This design comes from an exercise in tuning for small area, a short achievable clock period and few clock cycles per item on the open sky130 flow, not from production work.
Function was checked by simulation only, so behaviour that the tests miss may differ from the original.

===== design/flow/design.v =====
`timescale 1ns / 1ps
module SHA256(
clk,
rst_n,
valid_in,
valid_out,
message,
Hash_result);
input clk, rst_n, valid_in;
input [439:0] message;
output reg valid_out;
output [255:0] Hash_result;
localparam [31:0] H0 = 32'h6a09e667, H1 = 32'hbb67ae85, H2 = 32'h3c6ef372, H3 = 32'ha54ff53a,
                  H4 = 32'h510e527f, H5 = 32'h9b05688c, H6 = 32'h1f83d9ab, H7 = 32'h5be0cd19;
function automatic [31:0] kconst(input [5:0] i);
  case (i)
    6'd0:  kconst = 32'h428a2f98; 6'd1:  kconst = 32'h71374491; 6'd2:  kconst = 32'hb5c0fbcf; 6'd3:  kconst = 32'he9b5dba5;
    6'd4:  kconst = 32'h3956c25b; 6'd5:  kconst = 32'h59f111f1; 6'd6:  kconst = 32'h923f82a4; 6'd7:  kconst = 32'hab1c5ed5;
    6'd8:  kconst = 32'hd807aa98; 6'd9:  kconst = 32'h12835b01; 6'd10: kconst = 32'h243185be; 6'd11: kconst = 32'h550c7dc3;
    6'd12: kconst = 32'h72be5d74; 6'd13: kconst = 32'h80deb1fe; 6'd14: kconst = 32'h9bdc06a7; 6'd15: kconst = 32'hc19bf174;
    6'd16: kconst = 32'he49b69c1; 6'd17: kconst = 32'hefbe4786; 6'd18: kconst = 32'h0fc19dc6; 6'd19: kconst = 32'h240ca1cc;
    6'd20: kconst = 32'h2de92c6f; 6'd21: kconst = 32'h4a7484aa; 6'd22: kconst = 32'h5cb0a9dc; 6'd23: kconst = 32'h76f988da;
    6'd24: kconst = 32'h983e5152; 6'd25: kconst = 32'ha831c66d; 6'd26: kconst = 32'hb00327c8; 6'd27: kconst = 32'hbf597fc7;
    6'd28: kconst = 32'hc6e00bf3; 6'd29: kconst = 32'hd5a79147; 6'd30: kconst = 32'h06ca6351; 6'd31: kconst = 32'h14292967;
    6'd32: kconst = 32'h27b70a85; 6'd33: kconst = 32'h2e1b2138; 6'd34: kconst = 32'h4d2c6dfc; 6'd35: kconst = 32'h53380d13;
    6'd36: kconst = 32'h650a7354; 6'd37: kconst = 32'h766a0abb; 6'd38: kconst = 32'h81c2c92e; 6'd39: kconst = 32'h92722c85;
    6'd40: kconst = 32'ha2bfe8a1; 6'd41: kconst = 32'ha81a664b; 6'd42: kconst = 32'hc24b8b70; 6'd43: kconst = 32'hc76c51a3;
    6'd44: kconst = 32'hd192e819; 6'd45: kconst = 32'hd6990624; 6'd46: kconst = 32'hf40e3585; 6'd47: kconst = 32'h106aa070;
    6'd48: kconst = 32'h19a4c116; 6'd49: kconst = 32'h1e376c08; 6'd50: kconst = 32'h2748774c; 6'd51: kconst = 32'h34b0bcb5;
    6'd52: kconst = 32'h391c0cb3; 6'd53: kconst = 32'h4ed8aa4a; 6'd54: kconst = 32'h5b9cca4f; 6'd55: kconst = 32'h682e6ff3;
    6'd56: kconst = 32'h748f82ee; 6'd57: kconst = 32'h78a5636f; 6'd58: kconst = 32'h84c87814; 6'd59: kconst = 32'h8cc70208;
    6'd60: kconst = 32'h90befffa; 6'd61: kconst = 32'ha4506ceb; 6'd62: kconst = 32'hbef9a3f7; default: kconst = 32'hc67178f2;
  endcase
endfunction
reg        busy;
reg  [5:0] cnt;
wire       start = valid_in & ~busy;
wire       last  = (cnt == 6'd63);
always @(posedge clk or negedge rst_n) begin
  if (!rst_n) begin
    busy      <= 1'b0;
    valid_out <= 1'b0;
  end else begin
    valid_out <= busy & last;
    if (start)     busy <= 1'b1;
    else if (last) busy <= 1'b0;
  end
end
always @(posedge clk) begin
  if (start) cnt <= 6'd0;
  else       cnt <= cnt + 6'd1;
end
reg  [31:0] w [0:15];
wire [511:0] blk = {message, 8'h80, 64'd440};
wire [31:0] ss0 = {w[1][6:0], w[1][31:7]} ^ {w[1][17:0], w[1][31:18]} ^ (w[1] >> 3);
wire [31:0] ss1 = {w[14][16:0], w[14][31:17]} ^ {w[14][18:0], w[14][31:19]} ^ (w[14] >> 10);
integer i;
always @(posedge clk) begin
  if (start) begin
    for (i = 0; i < 16; i = i + 1) w[i] <= blk[511 - 32*i -: 32];
  end else begin
    for (i = 0; i < 15; i = i + 1) w[i] <= w[i+1];
    w[15] <= wnew;
  end
end
reg [31:0] a, b, c, d, e, f, g, h;
wire [31:0] S0  = {a[1:0], a[31:2]} ^ {a[12:0], a[31:13]} ^ {a[21:0], a[31:22]};
wire [31:0] S1  = {e[5:0], e[31:6]} ^ {e[10:0], e[31:11]} ^ {e[24:0], e[31:25]};
wire [31:0] maj = (a & b) ^ (a & c) ^ (b & c);
wire [31:0] ch  = (e & f) ^ (~e & g);
wire [31:0] kt  = kconst(cnt);
function automatic [63:0] csa(input [31:0] x, input [31:0] y, input [31:0] z);
  csa = {((x & y) | (x & z) | (y & z)) << 1, x ^ y ^ z};
endfunction
wire [63:0] x1 = csa(h, w[0], kt);
wire [63:0] y1 = csa(S1, ch, S0);
wire [63:0] a2 = csa(x1[31:0], x1[63:32], maj);
wire [63:0] a3 = csa(a2[31:0], a2[63:32], y1[31:0]);
wire [63:0] a4 = csa(a3[31:0], a3[63:32], y1[63:32]);
wire [63:0] e2 = csa(x1[31:0], x1[63:32], d);
wire [63:0] e3 = csa(e2[31:0], e2[63:32], S1);
wire [63:0] e4 = csa(e3[31:0], e3[63:32], ch);
wire [63:0] w1 = csa(w[0], w[9], ss0);
wire [63:0] w2 = csa(w1[31:0], w1[63:32], ss1);
wire [31:0] wnew = w2[31:0] + w2[63:32];
wire [31:0] anew = a4[31:0] + a4[63:32];
wire [31:0] enew = e4[31:0] + e4[63:32];
always @(posedge clk) begin
  if (start) begin
    a <= H0; b <= H1; c <= H2; d <= H3; e <= H4; f <= H5; g <= H6; h <= H7;
  end else begin
    a <= anew; b <= a; c <= b; d <= c;
    e <= enew; f <= e; g <= f; h <= g;
  end
end
assign Hash_result = {a + H0, b + H1, c + H2, d + H3, e + H4, f + H5, g + H6, h + H7};
endmodule

===== design/flow/run.sh =====
#!/bin/bash
# synth_recipe.tcl (not shown) runs the flow's synth.tcl, then flattens the netlist and writes it again
# the make line also repeats each setting of config.mk as NAME=value (left out here)
make -C /OpenROAD-flow-scripts/flow DESIGN_CONFIG=/design/flow/config.mk WORK_HOME=/design/flow/orfs CLKGATE_MAP_FILE= SYNTH_SCRIPT=/design/flow/synth_recipe.tcl finish

===== design/flow/config.mk =====
export PLATFORM = sky130hd
export DESIGN_NAME = SHA256
export DESIGN_NICKNAME = SHA256
export VERILOG_FILES = /design/flow/design.v
export SDC_FILE = /design/flow/constraint.sdc
export NUM_CORES = 4
export LEC_CHECK = 0
export CAP_MARGIN = 20
export CORE_MARGIN = 2
export CORE_UTILIZATION = 40
export SLEW_MARGIN = 20

===== design/flow/constraint.sdc =====
create_clock -name core_clock -period 10.0 [get_ports {clk}]
set_input_delay 2.0000 -clock core_clock [delete_from_list [all_inputs] [get_ports {clk}]]
set_output_delay 2.0000 -clock core_clock [all_outputs]
set_load 0.01 [all_outputs]

==> impl_metrics.tcl, run 1 <==
set metrics [dict create \
    core_mm2 0.114 \
    postCtsHoldBufs 0 \
    ctsResizeCount 0 \
    synthCells 5539 \
    critPathRequiredTime_ns 8.00 \
    end_kind "primary output" \
    hp-class "flop to flop" \
    htree_levels 3 \
    cp-start-kind "flop" \
    period_minus_slack_ns 7.00 \
    ys_types 92 \
    synth.top_cell.area_share_pct 35.1 \
    synthesis.nets 6382 \
    crit_type "flop to primary output" \
    r2r_cells 18 \
    slew_viol_final 0 \
    antenna_found_initial 19 \
    synth_seq_area_share_pct 35.2 \
    drc_errors 0 \
    via_per_inst 5.15 \
    worstPathCellList "ha_1 -> a211oi_1 -> nor4_1 -> o21ai_1 -> a211oi_1 -> nor3_1 -> nand4b_1 -> a21boi_1 -> nor2_1 -> xor2_1 -> clkdlybuf4s50_1" \
    status "no timing/DRC/antenna violations" \
    overflow 0 \
    place_ws_ns 3.74 \
    dp.final_hpwl_mm 150 \
    setup_ws_ns 3.00 \
    area_delta_synth_final_pct 24.5 \
    fin_area_mm2 0.0573 \
    critPathTopFamily "simple AND/OR/NAND/NOR gates" \
    cpMostUsedCell "a211oi_1" \
    ant_nets 0 \
    max_slew_margin_pct 21.3 \
    wl_per_cell_um 24.4 \
    max_freq_ghz 0.143 \
    ys_ff_latch 808 \
    syn_area_mm2 0.0460 \
    place_area_mm2 0.0541 \
    cp_num_buf_inv 1 \
    insertion_delay_ns 0.70 \
    first_pass_iters 7 \
    portBuffers 699 \
    clk_path_buf_depth 3 \
    die-area_mm2 0.118 \
    cts_tree "done" \
    numCtsBuffers 90 \
    place_congestion 0.989 \
    layout-drive-gt1-share_pct 4.13 \
    die_h_um 343 \
    worstMarginPinSlew_ns 1.18 \
    cp_max_fo 5 \
    cts_root_buf "clkbuf_16" \
    clock_skew_ns 0.0355 \
    rsz0062_at_grt "no" \
    grt_pass1_wl_mm 262 \
    yosysMostFrequentCell "nand2_1" \
    grt_max_degree 212 \
    cts_sinks 808 \
    grtUsageTotal_pct 30.8 \
    vias 39485 \
    synthTopCellsByCount "nand2_1, dfxtp_1, inv_1" \
    drt_iter0_drc 3790 \
    largest_register "w" \
    yosys-top-cells-area "dfxtp_1, nand2_1, fa_1" \
    synth_area_per_cell_um2 8.30 \
    synth_edf_count 0 \
    max_stage_delay_ns 0.66 \
    largest_reg_flops 512 \
    die_width_um 343 \
    hold_viol 0 \
    post_cts_buffers 0 \
    synth_warnings 2 \
    synthArstFlopShare_pct 0.248 \
    maxCapViolCount 0 \
    initial_core_util_pct 40.3 \
    setup_violations 0 \
    grt_pass1_vias 37736 \
    clkTransAtPathRegs_ns 0.06 \
    arrival_ns 5.00 \
    synth_area_leader_cell "dfxtp_1" \
    drt-total-wl_mm 187 \
    io_pins 700 \
    slowest_stage "clkdlybuf4s50_1" \
    final_nets 6917 \
    cp.depth 11 \
    rows 124 \
    synth_ff_type "dfxtp_1" \
    setup-tns-final_ns 0 \
    min_path_cells 2 \
    finalCritPeriodShare_pct 70.0 \
]
==> stage by stage <==
stage / util, % / hold slack (ns) / std cells
3_3_place_gp: 47.4 / 0.401 / 7494
4_1_cts: 50.1 / 0.407 / 7658
3_5_place_dp: 47.4 / 0.403 / 7494
5_1_grt: 50.2 / 0.421 / 7668
6_report: 50.2 / 0.409 / 7668
2_1_floorplan: - / 0.399 / 5539
==> worst register-to-register path: cells and delay by family (launching register included) <==
family	cells	cell delay [ns]
buf+inv	2	0.27
flops	1	0.30
simple gates	2	0.37
compound gates	6	1.92
fa+ha+maj	5	2.26
xor+xnor	3	0.64
==> path summary, 6_finish.rpt <==
| kind | start | end | slack, ns |
|---|---|---|---|
| min | w[11][6] | w[10][6] | 0.41 |
| max in group asynchronous | rst_n | valid_out | 8.40 |
| min in group asynchronous | rst_n | busy | 1.48 |
| min reg2reg | w[11][6] | w[10][6] | 0.41 |
| max | h[0] | Hash_result[28] | 3.00 |
| max reg2reg | w[0][1] | e[31] | 4.14 |
==> kinds of logic after synthesis <==
group / share of synthesized area, %
AND/OR/NAND/NOR: 21.2
flip-flops: 35.2
buffers and inverters: 5.74
AO/OA/AOI/OAI: 9.52
XOR/XNOR: 11.1
adder cells (fa/ha/maj): 16.4
multiplexers: 0.822
==> layout by cell type (no fill, tap or decap), types with 15 or more instances in the layout <==
cell type / count
o21ai_0: 147
xnor2_1: 394
nor2_1: 238
a21o_1: 44
nor3_1: 53
a31oi_1: 32
and2_1: 127
nand2_1: 1583
o21a_1: 29
xor2_1: 191
nand3_1: 62
nand2b_1: 121
dfxtp_1: 806
a211oi_1: 26
mux2_2: 22
buf_4: 33
o211ai_1: 29
maj3_1: 43
clkdlybuf4s50_1: 699
nor2b_1: 15
clkbuf_16: 91
o21ai_1: 27
fa_1: 280
ha_1: 120
clkinv_2: 21
inv_1: 399
a21oi_1: 183
clkbuf_8: 17
and3_1: 19
==> routing by layer <==
layer / wire length [µm] / up-vias / track usage, %
met5: 80 / - / 0
met4: 5330 / 14 / 8.92
met3: 15600 / 240 / 6.49
met2: 84800 / 1501 / 48.0
met1: 81300 / 19101 / 42.9
li1: - / 18629 / -
==> layout make-up <==
| class | instances | area (µm²) |
|---|---|---|
| fillers | 11141 | 56900 |
| multi-input cells | 4037 | 27200 |
| flip-flops and latches | 808 | 16200 |
| repair buffers | 735 | 7300 |
| clock buffers | 120 | 2560 |
| well taps | 1512 | 1890 |
| inverters | 402 | 1510 |
| clock inverters | 44 | 609 |
| diodes | 10 | 25.0 |
Testbench counts, summed over its fixed seeds: cycles 16,648, hashes 256.
==> run 2: changes to the inputs <==
--- a/design/flow/design.v
+++ b/design/flow/design.v
@@ -71,2 +71,21 @@
 wire [31:0] kt  = kconst(cnt);
+function automatic [31:0] add32(input [31:0] x, input [31:0] y);
+  reg [31:0] g, p, gn, pn;
+  integer l, j;
+  begin
+    g = x & y; p = x ^ y;
+    for (l = 1; l < 32; l = l * 2) begin
+      for (j = 0; j < 32; j = j + 1) begin
+        if (j >= l) begin
+          gn[j] = g[j] | (p[j] & g[j-l]);
+          pn[j] = p[j] & p[j-l];
+        end else begin
+          gn[j] = g[j]; pn[j] = p[j];
+        end
+      end
+      g = gn; p = pn;
+    end
+    add32 = (x ^ y) ^ {g[30:0], 1'b0};
+  end
+endfunction
 function automatic [63:0] csa(input [31:0] x, input [31:0] y, input [31:0] z);
@@ -84,5 +103,5 @@
 wire [63:0] w2 = csa(w1[31:0], w1[63:32], ss1);
-wire [31:0] wnew = w2[31:0] + w2[63:32];
-wire [31:0] anew = a4[31:0] + a4[63:32];
-wire [31:0] enew = e4[31:0] + e4[63:32];
+wire [31:0] wnew = add32(w2[31:0], w2[63:32]);
+wire [31:0] anew = add32(a4[31:0], a4[63:32]);
+wire [31:0] enew = add32(e4[31:0], e4[63:32]);
 always @(posedge clk) begin
@@ -95,3 +114,4 @@
 end
-assign Hash_result = {a + H0, b + H1, c + H2, d + H3, e + H4, f + H5, g + H6, h + H7};
+assign Hash_result = {add32(a, H0), add32(b, H1), add32(c, H2), add32(d, H3),
+                       add32(e, H4), add32(f, H5), add32(g, H6), add32(h, H7)};
 endmodule
--- a/design/flow/config.mk
+++ b/design/flow/config.mk
@@ -10,2 +10,3 @@
 export CORE_UTILIZATION = 40
+export SETUP_SLACK_MARGIN = 5
 export SLEW_MARGIN = 20
==> run 2 against run 1 <==
Net effect:
- critical endpoint is now Hash_result[159]
- sequential share of layout area decreased by 1.3 points
- core utilization increased by 2.3 points
- wire length increased by 2.2%
- worst hold slack about the same
==> impl_metrics.tcl, run 2 <==
set metrics [dict create \
    maxCapViolCount 0 \
    hp-class "flop to flop" \
    hold_viol 0 \
    largest_reg_flops 512 \
    synth_xor_area_share_pct 10.7 \
    setup_ws_ns 4.76 \
    die_width_um 345 \
    final_cell_count_no_fill 7919 \
    die_h_um 345 \
    synthArstFlopShare_pct 0.248 \
    drt-total-wl_mm 191 \
    synthMuxAreaShare_pct 1.00 \
    setup-tns-final_ns 0 \
    grt_pass1_wl_mm 270 \
    slew_viol_final 0 \
    clkTransAtPathRegs_ns 0.06 \
    largest_register "w" \
    arrival_ns 3.24 \
    synth_warnings 2 \
    vias 40586 \
    mostFrequentLayoutCells "nand2_1, dfxtp_1, clkdlybuf4s50_1, inv_1, xnor2_1" \
    numCtsBuffers 90 \
    overflow 0 \
    synth_area_leader_cell "dfxtp_1" \
    syn_area_mm2 0.0465 \
    synthesis.nets 6492 \
    synth_ff_type "dfxtp_1" \
    critPathRequiredTime_ns 8.00 \
    rsz0062_at_grt "yes" \
    rows 125 \
    yosys-top-cells-area "dfxtp_1, nand2_1, fa_1" \
    cts_tree "done" \
    first_pass_iters 6 \
    synthTopCellsByCount "nand2_1, dfxtp_1, inv_1" \
    area_delta_synth_final_pct 30.4 \
    grt_max_degree 201 \
    cts_root_buf "clkbuf_16" \
    wl_per_cell_um 24.1 \
    cp-start-kind "flop" \
    synth_seq_area_share_pct 34.8 \
    synth_area_per_cell_um2 8.24 \
    io_pins 700 \
    drt_iter0_drc 4026 \
    ant_nets 0 \
    htree_levels 3 \
    synthAdderAreaFrac_pct 15.9 \
    ys_types 96 \
    yosysMostFrequentCell "nand2_1" \
    grtUsageTotal_pct 30.9 \
    worstMarginPinSlew_ns 0.956 \
    drc_errors 0 \
    end_kind "primary output" \
    die-area_mm2 0.119 \
    cts_sinks 808 \
    layout_commonest_cell "nand2_1" \
    dp.final_hpwl_mm 149 \
    synth_edf_count 0 \
    clk_path_buf_depth 3 \
    synth_top_family_by_area "simple AND/OR/NAND/NOR gates" \
    layout-drive-gt1-share_pct 12.3 \
    grt_pass1_vias 38678 \
    synth_compound_area_share_pct 9.73 \
    period_minus_slack_ns 5.24 \
    postCtsHoldBufs 0 \
    yosys.area_share.simple_pct 21.2 \
    crit_type "flop to primary output" \
    cp_max_fo 4 \
    antenna_found_initial 22 \
    ys_ff_latch 808 \
    fin_util_pct 52.4 \
    place_ws_ns 3.52 \
    core_mm2 0.116 \
    place_congestion 0.961 \
    setup_violations 0 \
    fin_area_mm2 0.0607 \
    final_nets 7159 \
    finalCritPeriodShare_pct 52.4 \
    status "no timing/DRC/antenna violations" \
    max_freq_ghz 0.191 \
    max_slew_margin_pct 36.0 \
    placed_cells 7621 \
    place_area_mm2 0.0547 \
    portBuffers 699 \
    clock_skew_ns 0.0225 \
    initial_core_util_pct 40.2 \
    synth.top_cell.area_share_pct 34.7 \
    synthCells 5649 \
    insertion_delay_ns 0.68 \
    via_per_inst 5.13 \
]
-- run 2: cell types whose count changed after synthesis, moves of 18 or more --
cell / change
inv_1: +114
nand2_1: -45
o21ai_0: +29
mux2i_1: +20
a21oi_1: -19
xnor2_1: -18
-- run 2: stage by stage --
stage / hold WS (ns)
after detailed placement: 0.403
final: 0.409
after CTS: 0.410
after global routing: 0.425
after global placement: 0.402
after floorplan: 0.399
-- run 2: layout make-up --
class                      count  area [µm²]
timing repair buffer         866        8130
clock buffer                 126        2590
multi-input combinational   4030       29300
inverter                     520        2010
fill                       10916       55000
antenna                       12        30.0
clock inverter                33         350
tap                         1524        1910
sequential                   808       16400
-- run 2: logic make-up after synthesis --
logic type      Yosys count
xor+xnor                569
simple gates           2291
compound gates          694
fa+ha+maj               431
flops                   808
mux                      42
buf+inv                 814
-- run 2: layer usage --
layer,global-route usage [%],up-vias,part of all wire [%]
li1,-,19143,-
met1,43.2,19699,44
met2,48.7,1451,45
met3,5.75,281,7.2
met4,8.83,12,3.1
met5,0,-,0.049
-- run 2: repair_timing --
item                                    in CTS  in global routing
gates cloned                                 3                  0
endpoints found under the setup margin     220                133
pin swaps                                   99                109
resized for setup                          566                281
setup buffers                               79                 45
-- run 2: worst paths after layout --
check	end	from	slack, ns	cells past startpoint
worst max-delay path	Hash_result[159]	d[1]	4.76	10
worst min-delay path	w[14][15]	w[15][15]	0.41	1
worst max register to register	a[25]	e[18]	5.07	14
worst min register to register	w[14][15]	w[15][15]	0.41	1
max in group asynchronous	busy	rst_n	8.40	1
min in group asynchronous	valid_out	rst_n	1.48	1
-- run 2: critical path, cell delays in order (launching register included) --
cell	delay [ns]
dfxtp_4	0.36
ha_4	0.16
or4_4	0.46
a31oi_4	0.23
o21bai_4	0.11
a211oi_4	0.33
o41ai_4	0.14
o211a_1	0.27
o21ai_2	0.12
xor2_1	0.21
buf_4	0.17
Testbench counts of run 2, summed over its fixed seeds: cycles 16,648, hashes 256.
==> run 3: changes to the inputs <==
--- a/design/flow/design.v
+++ b/design/flow/design.v
@@ -31,3 +31,3 @@
     6'd56: kconst = 32'h748f82ee; 6'd57: kconst = 32'h78a5636f; 6'd58: kconst = 32'h84c87814; 6'd59: kconst = 32'h8cc70208;
-    6'd60: kconst = 32'h90befffa; 6'd61: kconst = 32'ha4506ceb; 6'd62: kconst = 32'hbef9a3f7; default: kconst = 32'hc67178f2;
+    6'd60: kconst = 32'h90befffa; 6'd61: kconst = 32'ha4506ceb; 6'd62: kconst = 32'hbef9a3f7; default: kconst = 32'hc67178f2 + 32'h6a09e667;  
   endcase
@@ -35,5 +35,6 @@
 reg        busy;
-reg  [5:0] cnt;
+reg  [5:0] idx;
 wire       start = valid_in & ~busy;
-wire       last  = (cnt == 6'd63);
+wire       last  = (idx == 6'd1);    
+wire       pre   = (idx == 6'd0);    
 always @(posedge clk or negedge rst_n) begin
@@ -49,24 +50,5 @@
 always @(posedge clk) begin
-  if (start) cnt <= 6'd0;
-  else       cnt <= cnt + 6'd1;
+  if (start) idx <= 6'd2;
+  else       idx <= idx + 6'd1;
 end
-reg  [31:0] w [0:15];
-wire [511:0] blk = {message, 8'h80, 64'd440};
-wire [31:0] ss0 = {w[1][6:0], w[1][31:7]} ^ {w[1][17:0], w[1][31:18]} ^ (w[1] >> 3);
-wire [31:0] ss1 = {w[14][16:0], w[14][31:17]} ^ {w[14][18:0], w[14][31:19]} ^ (w[14] >> 10);
-integer i;
-always @(posedge clk) begin
-  if (start) begin
-    for (i = 0; i < 16; i = i + 1) w[i] <= blk[511 - 32*i -: 32];
-  end else begin
-    for (i = 0; i < 15; i = i + 1) w[i] <= w[i+1];
-    w[15] <= wnew;
-  end
-end
-reg [31:0] a, b, c, d, e, f, g, h;
-wire [31:0] S0  = {a[1:0], a[31:2]} ^ {a[12:0], a[31:13]} ^ {a[21:0], a[31:22]};
-wire [31:0] S1  = {e[5:0], e[31:6]} ^ {e[10:0], e[31:11]} ^ {e[24:0], e[31:25]};
-wire [31:0] maj = (a & b) ^ (a & c) ^ (b & c);
-wire [31:0] ch  = (e & f) ^ (~e & g);
-wire [31:0] kt  = kconst(cnt);
 function automatic [31:0] add32(input [31:0] x, input [31:0] y);
@@ -93,10 +75,6 @@
 endfunction
-wire [63:0] x1 = csa(h, w[0], kt);
-wire [63:0] y1 = csa(S1, ch, S0);
-wire [63:0] a2 = csa(x1[31:0], x1[63:32], maj);
-wire [63:0] a3 = csa(a2[31:0], a2[63:32], y1[31:0]);
-wire [63:0] a4 = csa(a3[31:0], a3[63:32], y1[63:32]);
-wire [63:0] e2 = csa(x1[31:0], x1[63:32], d);
-wire [63:0] e3 = csa(e2[31:0], e2[63:32], S1);
-wire [63:0] e4 = csa(e3[31:0], e3[63:32], ch);
+reg  [31:0] w [0:15];
+wire [511:0] blk = {message, 8'h80, 64'd440};
+wire [31:0] ss0 = {w[1][6:0], w[1][31:7]} ^ {w[1][17:0], w[1][31:18]} ^ (w[1] >> 3);
+wire [31:0] ss1 = {w[14][16:0], w[14][31:17]} ^ {w[14][18:0], w[14][31:19]} ^ (w[14] >> 10);
 wire [63:0] w1 = csa(w[0], w[9], ss0);
@@ -104,5 +82,35 @@
 wire [31:0] wnew = add32(w2[31:0], w2[63:32]);
-wire [31:0] anew = add32(a4[31:0], a4[63:32]);
-wire [31:0] enew = add32(e4[31:0], e4[63:32]);
+integer i;
 always @(posedge clk) begin
+  if (start) begin
+    for (i = 0; i < 16; i = i + 1) w[i] <= blk[511 - 32*i -: 32];
+  end else begin
+    for (i = 0; i < 15; i = i + 1) w[i] <= w[i+1];
+    w[15] <= wnew;
+  end
+end
+reg [31:0] a, b, c, d, e, f, g, h;
+reg [31:0] kn;
+reg [31:0] ps, pc;
+wire [31:0] S0  = {a[1:0], a[31:2]} ^ {a[12:0], a[31:13]} ^ {a[21:0], a[31:22]};
+wire [31:0] S1  = {e[5:0], e[31:6]} ^ {e[10:0], e[31:11]} ^ {e[24:0], e[31:25]};
+wire [31:0] maj = (a & b) ^ (a & c) ^ (b & c);
+wire [31:0] ch  = (e & f) ^ (~e & g);
+localparam [31:0] K0 = 32'h428a2f98;
+wire [63:0] pn  = start ? csa(H7, K0, blk[511:480]) : csa(g, kn, w[1]);
+wire [63:0] a1 = csa(ps, pc, maj);
+wire [63:0] t1 = csa(S1, ch, S0);
+wire [63:0] a2 = csa(a1[31:0], a1[63:32], t1[31:0]);
+wire [63:0] a3 = csa(a2[31:0], a2[63:32], t1[63:32]);
+wire [63:0] e1 = csa(ps, pc, d);
+wire [63:0] e2 = csa(e1[31:0], e1[63:32], S1);
+wire [63:0] e3 = csa(e2[31:0], e2[63:32], ch);
+wire [31:0] anew = add32(a3[31:0], a3[63:32]);
+wire [31:0] enew = add32(e3[31:0], e3[63:32]);
+wire [31:0] ah1 = add32(a, H1), bh2 = add32(b, H2);
+wire [31:0] cd  = add32(c, last ? H3 : H4 - H0);
+wire [31:0] eh5 = add32(e, H5), fh6 = add32(f, H6), gh7 = add32(g, H7);
+always @(posedge clk) begin
+  kn <= start ? 32'h71374491 : kconst(idx);    
+  {pc, ps} <= pn;
   if (start) begin
@@ -110,8 +118,13 @@
   end else begin
-    a <= anew; b <= a; c <= b; d <= c;
-    e <= enew; f <= e; g <= f; h <= g;
+    a <= anew; e <= enew;
+    if (last) begin
+      b <= ah1; c <= bh2; d <= cd;
+      f <= eh5; g <= fh6; h <= gh7;
+    end else begin
+      b <= a; c <= b; d <= (pre ? cd : c);
+      f <= e; g <= f; h <= g;
+    end
   end
 end
-assign Hash_result = {add32(a, H0), add32(b, H1), add32(c, H2), add32(d, H3),
-                       add32(e, H4), add32(f, H5), add32(g, H6), add32(h, H7)};
+assign Hash_result = {a, b, c, d, e, f, g, h};
 endmodule
==> run 3 against run 2 <==
Net effect:
- count of clock-buffer cells in the layout is 6 higher
- maximum frequency increased by 4.1%
- largest cell class unchanged
- final area down 0.70%
- critical path type is now flop to flop
==> impl_metrics.tcl, run 3 <==
set metrics [dict create \
    end_kind "flop" \
    status "no timing/DRC/antenna violations" \
    ys_ff_latch 871 \
    yosys-top-cells-area "dfxtp_1, fa_1, nand2_1" \
    maxCapViolCount 0 \
    die_width_um 349 \
    htree_levels 3 \
    regArea_mm2 0.0176 \
    clkTransAtPathRegs_ns 0.06 \
    syn_area_mm2 0.0477 \
    antenna_found_initial 27 \
    worstPathCellList "xor2_1 -> xnor2_1 -> fa_1 -> fa_1 -> inv_1 -> ha_1 -> a21o_1 -> a31o_2 -> a21oi_1 -> nand3_1 -> a221oi_4 -> o21ai_0 -> o32a_1 -> xnor2_1 -> nor2_1" \
    area_delta_synth_final_pct 26.3 \
    critPathTopFamily "compound AO/OA/AOI/OAI gates" \
    final_nets 7228 \
    clock_skew_ns 0.0518 \
    rsz0062_at_grt "yes" \
    clk_path_buf_depth 3 \
    overflow 0 \
    crit_type "flop to flop" \
    largest_register "w" \
    ys_types 78 \
    cts_tree "done" \
    cp_max_fo 7 \
    cp_num_buf_inv 1 \
    drt-total-wl_mm 193 \
    die_h_um 349 \
    synthesis.nets 6671 \
    fin_util_pct 51.0 \
    grt_max_degree 227 \
    startpoint "w[1][27]" \
    io_pins 700 \
    final_cell_count_no_fill 7984 \
    slowest_stage "dfxtp_1" \
    first_pass_iters 6 \
    yosysMostFrequentCell "nand2_1" \
    r2r_start "w[1][27]" \
    crit_path_end "w[15][28]" \
    numCtsBuffers 98 \
    finalCritPeriodShare_pct 50.4 \
    max_slew_margin_pct 11.7 \
    layout_commonest_cell "nand2_1" \
    dp.final_hpwl_mm 152 \
    layout-drive-gt1-share_pct 6.78 \
    regToRegSetupSlack_ns 4.96 \
    mostFrequentLayoutCells "nand2_1, dfxtp_1, clkdlybuf4s50_1, inv_1, fa_1" \
    core_mm2 0.118 \
    slew_viol_final 0 \
    multi_input_area_mm2 0.0276 \
    synth_edf_count 0 \
    arrival_ns 5.59 \
    synth.top_cell.area_share_pct 36.4 \
    initial_core_util_pct 40.4 \
    max_freq_ghz 0.199 \
    cts_root_buf "clkbuf_16" \
    cts_sinks 871 \
    place_congestion 0.949 \
    r2r_cells 15 \
    hold_viol 0 \
    r2r_end "w[15][28]" \
    period_minus_slack_ns 5.04 \
    vias 41275 \
    grt_pass1_vias 39191 \
    ant_nets 0 \
    rows 126 \
    drt_iter0_drc 4277 \
    via_per_inst 5.17 \
    largest_reg_flops 512 \
    synthArstFlopShare_pct 0.230 \
    grt_pass1_wl_mm 273 \
    synth_area_per_cell_um2 8.24 \
    worstMarginPinSlew_ns 1.32 \
    synth_seq_area_share_pct 36.5 \
    placed_cells 7765 \
    synth_ff_type "dfxtp_1" \
    setup-tns-final_ns 0 \
    critPathRequiredTime_ns 10.56 \
    cp.depth 15 \
    synth_warnings 2 \
    hp-class "flop to flop" \
    setup_violations 0 \
    grtUsageTotal_pct 30.7 \
    portBuffers 699 \
    die-area_mm2 0.122 \
    max_stage_delay_ns 0.67 \
    holdWs_ns 0.403 \
    fill_cells 11366 \
    synth_area_leader_cell "dfxtp_1" \
    synthCells 5792 \
    drc_errors 0 \
    wl_per_cell_um 24.2 \
    insertion_delay_ns 0.71 \
    synthTopCellsByCount "nand2_1, dfxtp_1, inv_1" \
    cp-start-kind "flop" \
]
run 3: cell count changes after synthesis, sizes merged, moves of 45 or more:
cell / change
a21oi: +52
and2: -66
dfxtp: +63
inv: +45
nand2: +53
nand2b: -92
o21ai: +63
xnor2: -86
run 3: logic make-up after synthesis:
logic type | Yosys count | synth area share (%)
and+or+nand+nor | 2285 | 19.9
buffers and inverters | 875 | 6.90
DFF | 871 | 36.5
AOI/OAI and AO/OA | 800 | 10.4
adders and majority gates | 467 | 16.9
xor gates and xnor gates | 451 | 8.27
muxes | 43 | 1.06
run 3: area by class of cell:
class | count | share of cell area [%]
multi-input combinational | 4046 | 45.8
timing repair buffer | 769 | 12.6
clock inverter | 49 | 0.967
antenna | 18 | 0.0747
inverter | 563 | 3.51
tap | 1536 | 3.19
clock buffer | 132 | 4.61
sequential | 871 | 29.2
run 3: timing repair:
item,CTS,global route
resized for setup,83,113
pin swaps,4,26
buffers inserted,3,17
setup endpoints to repair,41,35
hold buffers,0,0
run 3: worst min path at each step:
| stage | from | endpoint | slack [ns] | cells past startpoint |
|---|---|---|---|---|
| finish | w[8][5] | w[7][5] | 0.40 | 2 |
| global route | w[8][4] | w[7][4] | 0.43 | 2 |
| CTS | w[8][2] | w[7][2] | 0.41 | 2 |
| detailed placement | w[6][1] | w[5][1] | 0.40 | 2 |
| global placement | w[3][9] | w[2][9] | 0.40 | 2 |
| floorplan | w[11][0] | w[10][0] | 0.40 | 2 |
run 3: metrics by stage:
stage	area, µm²	setup slack, ns
2_1_floorplan	47700	5.02
3_3_place_gp	55900	3.99
3_5_place_dp	55900	4.00
4_1_cts	59600	4.93
5_1_grt	60300	4.91
6_report	60300	4.96
run 3: worst register-to-register path, stage by stage (launching register included):
cell and delay [ns]:
dfxtp_1 0.67, xor2_1 0.17, xnor2_1 0.44, fa_1 0.53, fa_1 0.55, inv_1 0.07, ha_1 0.35, a21o_1 0.20
a31o_2 0.23, a21oi_1 0.18, nand3_1 0.27, a221oi_4 0.44, o21ai_0 0.24, o32a_1 0.38, xnor2_1 0.14, nor2_1 0.05
run 3: layer usage:
metal	track usage, %	routed length (µm)	share of wire [%]	vias to the layer above
li1	-	-	-	19496
met1	44.0	86100	45	19884
met2	46.1	84900	44	1610
met3	6.10	15700	8.1	273
met4	10.2	6650	3.4	12
met5	0	65	0.034	-
Testbench counts of run 3, summed over its fixed seeds: cycles 16,648, hashes 256.
==> run 4: changes to the inputs <==
==> design/flow/flow/run.sh (new file) <==
#!/bin/bash
# The standard layout (the standard.sh, whose synthesis is unchanged), with
# two changes to how the layout is made:
#  - repair_timing aims for a setup margin of 5.5 ns instead of 5 ns;
#  - the buffer put on every input and output port is buf_1.
# The make output goes to flow_make.log in this folder.
set -euo pipefail
bash standard.sh SETUP_SLACK_MARGIN=5.5 "BUFFER_PORTS_ARGS=-buffer_cell sky130_fd_sc_hd__buf_1" finish > flow_make.log 2>&1
==> design/flow/standard.sh (new file) <==
#!/bin/bash
# synth_recipe.tcl (not shown) runs the flow's synth.tcl, then flattens the netlist and writes it again
# the make line also repeats each setting of config.mk as NAME=value (left out here)
make -C /OpenROAD-flow-scripts/flow DESIGN_CONFIG=/design/flow/config.mk WORK_HOME=/design/flow/orfs CLKGATE_MAP_FILE= SYNTH_SCRIPT=/design/flow/synth_recipe.tcl "${@:-finish}"
removed: design/flow/run.sh
==> run 4 against run 3 <==
Net effect:
- sequential share of layout area rose by 1.8 points
- critical endpoint is now a[27]
- first-iteration DRC count rose by 9.2%
- maximum frequency rose by 6.5%
==> impl_metrics.tcl, run 4 <==
set metrics [dict create \
    hold_viol 0 \
    fin_util_pct 48.5 \
    clk_path_buf_depth 3 \
    synth_warnings 2 \
    max_slew_margin_pct 31.0 \
    period_minus_slack_ns 4.73 \
    synthArstFlopShare_pct 0.230 \
    worstMarginPinSlew_ns 1.03 \
    crit_path_end "a[27]" \
    layout_commonest_cell "nand2_1" \
    hp-class "flop to flop" \
    insertion_delay_ns 0.71 \
    die_width_um 349 \
    cp_max_fo 10 \
    area_delta_synth_final_pct 20.1 \
    status "no timing/DRC/antenna violations" \
    cp-start-kind "flop" \
    numCtsBuffers 96 \
    io_pins 700 \
    arrival_ns 5.36 \
    startpoint "a[3]" \
    drt-total-wl_mm 193 \
    cts_tree "done" \
    largest_register "w" \
    htree_levels 3 \
    final_nets 7273 \
    layout-drive-gt1-share_pct 9.51 \
    first_pass_iters 6 \
    largest_reg_flops 512 \
    wl_per_cell_um 24.1 \
    vias 42013 \
    synthCells 5792 \
    synth_edf_count 0 \
    r2r_start "a[3]" \
    die-area_mm2 0.122 \
    initial_core_util_pct 40.4 \
    syn_area_mm2 0.0477 \
    slew_viol_final 0 \
    clock_skew_ns 0.0550 \
    drc_errors 0 \
    synthesis.nets 6671 \
    antenna_found_initial 18 \
    r2r_end "a[27]" \
    synth.top_cell.area_share_pct 36.4 \
    rsz0062_at_grt "yes" \
    maxCapViolCount 0 \
    ant_nets 0 \
    mostFrequentLayoutCells "nand2_1, dfxtp_1, buf_1, inv_1, fa_1" \
    critPathRequiredTime_ns 10.63 \
    grt_max_degree 212 \
    r2r_cells 17 \
    yosys-top-cells-area "dfxtp_1, fa_1, nand2_1" \
    cts_sinks 871 \
    cts_root_buf "clkbuf_16" \
    ys_types 78 \
    end_kind "flop" \
    core_mm2 0.118 \
    yosysMostFrequentCell "nand2_1" \
    drt_iter0_drc 4669 \
    fill_cells 11585 \
    clkTransAtPathRegs_ns 0.06 \
    synth_seq_area_share_pct 36.5 \
    place_congestion 0.961 \
    grtUsageTotal_pct 30.4 \
    overflow 0 \
    crit_type "flop to flop" \
    via_per_inst 5.24 \
    grt_pass1_vias 39643 \
    finalCritPeriodShare_pct 47.3 \
    dp.final_hpwl_mm 149 \
    setup_violations 0 \
    grt_pass1_wl_mm 271 \
    regToRegSetupSlack_ns 5.27 \
    synthTopCellsByCount "nand2_1, dfxtp_1, inv_1" \
    rows 126 \
    synth_area_leader_cell "dfxtp_1" \
    die_h_um 349 \
    regArea_mm2 0.0177 \
    max_freq_ghz 0.212 \
    ys_ff_latch 871 \
    portBuffers 699 \
    synth_ff_type "dfxtp_1" \
    setup-tns-final_ns 0 \
    multi_input_area_mm2 0.0285 \
    synth_area_per_cell_um2 8.24 \
]
run 4: cell type report:
cell class,count,share of cell area (%)
antenna,7,0.0306
clock buffer,129,4.81
clock inverter,45,1.22
inverter,563,3.71
multi-input combinational,4048,49.7
sequential,871,31.0
tap,1536,3.35
timing repair buffer,814,6.23
run 4: kinds of logic after synthesis:
logic type      synth area share, %
compound gates                 10.4
xor+xnor                       8.27
simple gates                   19.9
mux                            1.06
fa+ha+maj                      16.9
buf+inv                        6.90
flops                          36.5
run 4: metrics by stage:
step           worst slack (ns)  instance area (µm²)  hold WS (ns)  cells
6_report                   5.27                57300         0.413   8013
5_1_grt                    5.14                57300         0.428   8011
4_1_cts                    5.28                56300         0.415   7982
3_5_place_dp               4.05                51600         0.404   7764
3_3_place_gp               4.19                51600         0.402   7764
2_1_floorplan              5.48                47900         0.399   5792
run 4: what timing repair did:
| action | CTS | global route |
|---|---|---|
| cloned | 1 | 1 |
| pin swaps | 57 | 82 |
| gates resized for setup | 241 | 159 |
| hold buffers | 0 | 0 |
| hold endpoints to repair | 0 | 0 |
| setup endpoints to repair | 90 | 44 |
| buffers inserted | 43 | 23 |
run 4: worst min-delay path by stage:
stage / slack, ns / start / end / cells after the start
2_1_floorplan: 0.40 / w[11][0] / w[10][0] / 2
3_3_place_gp: 0.40 / w[13][9] / w[12][9] / 2
3_5_place_dp: 0.40 / w[2][31] / w[1][31] / 2
4_1_cts: 0.41 / w[2][31] / w[1][31] / 2
5_1_grt: 0.43 / w[4][10] / w[3][10] / 2
6_report: 0.41 / w[2][31] / w[1][31] / 2
run 4: worst max-delay path, stage by stage, from the launching register on:
cell,delay (ns)
dfxtp_4,0.42
maj3_1,0.43
fa_1,0.52
inv_1,0.06
fa_1,0.55
inv_2,0.05
fa_2,0.50
ha_4,0.29
a211o_1,0.13
o211ai_1,0.14
a21oi_2,0.23
a31o_4,0.23
a21oi_4,0.08
o31ai_4,0.38
buf_4,0.18
a21oi_2,0.06
or3b_4,0.38
nand3_1,0.06
run 4: layer usage:
| layer | GRT usage, % | part of all wire, % |
|---|---|---|
| met5 | 0 | 0.031 |
| met4 | 10.8 | 3.9 |
| met3 | 5.63 | 8.5 |
| met2 | 46.0 | 44 |
| met1 | 43.2 | 44 |

## port drivers added, routing unchanged
How much do the figures lean on ideal ports? The routed layouts below were timed once more, with nothing changed but the port constraints.
Step 1 assumes that a clkbuf_16 drives the clock port and a buf_2 every other input.
Step 2 times the ports against the registers' clock, not the clock port: input delays grow and output delays shrink by t, the midpoint of the rising clock arrivals with the driver on.
Three values: no drivers, after step 1, after step 2; two values: the first two.
run	shift t [ns]	setup slack, ns	worst setup path at the end	worst register clock-pin slew, ns	cell pins on the clock port's net
run 1	0.760	3.005 / 2.928 / 3.642	input to register	0.07 / 0.07	1
run 2	0.746	4.759 / 4.677 / 4.402	input to register	0.07 / 0.07	1
run 3	0.757	4.964 / 4.964 / 4.638	input to register	0.07 / 0.07	1
run 4	0.752	5.272 / 5.272 / 5.008	input to register	0.07 / 0.07	1
After both steps every run listed still meets setup and hold. For run 2, which loses most, drivers alone change the setup slack by -0.082 ns; drivers and shift together by -0.357 ns.
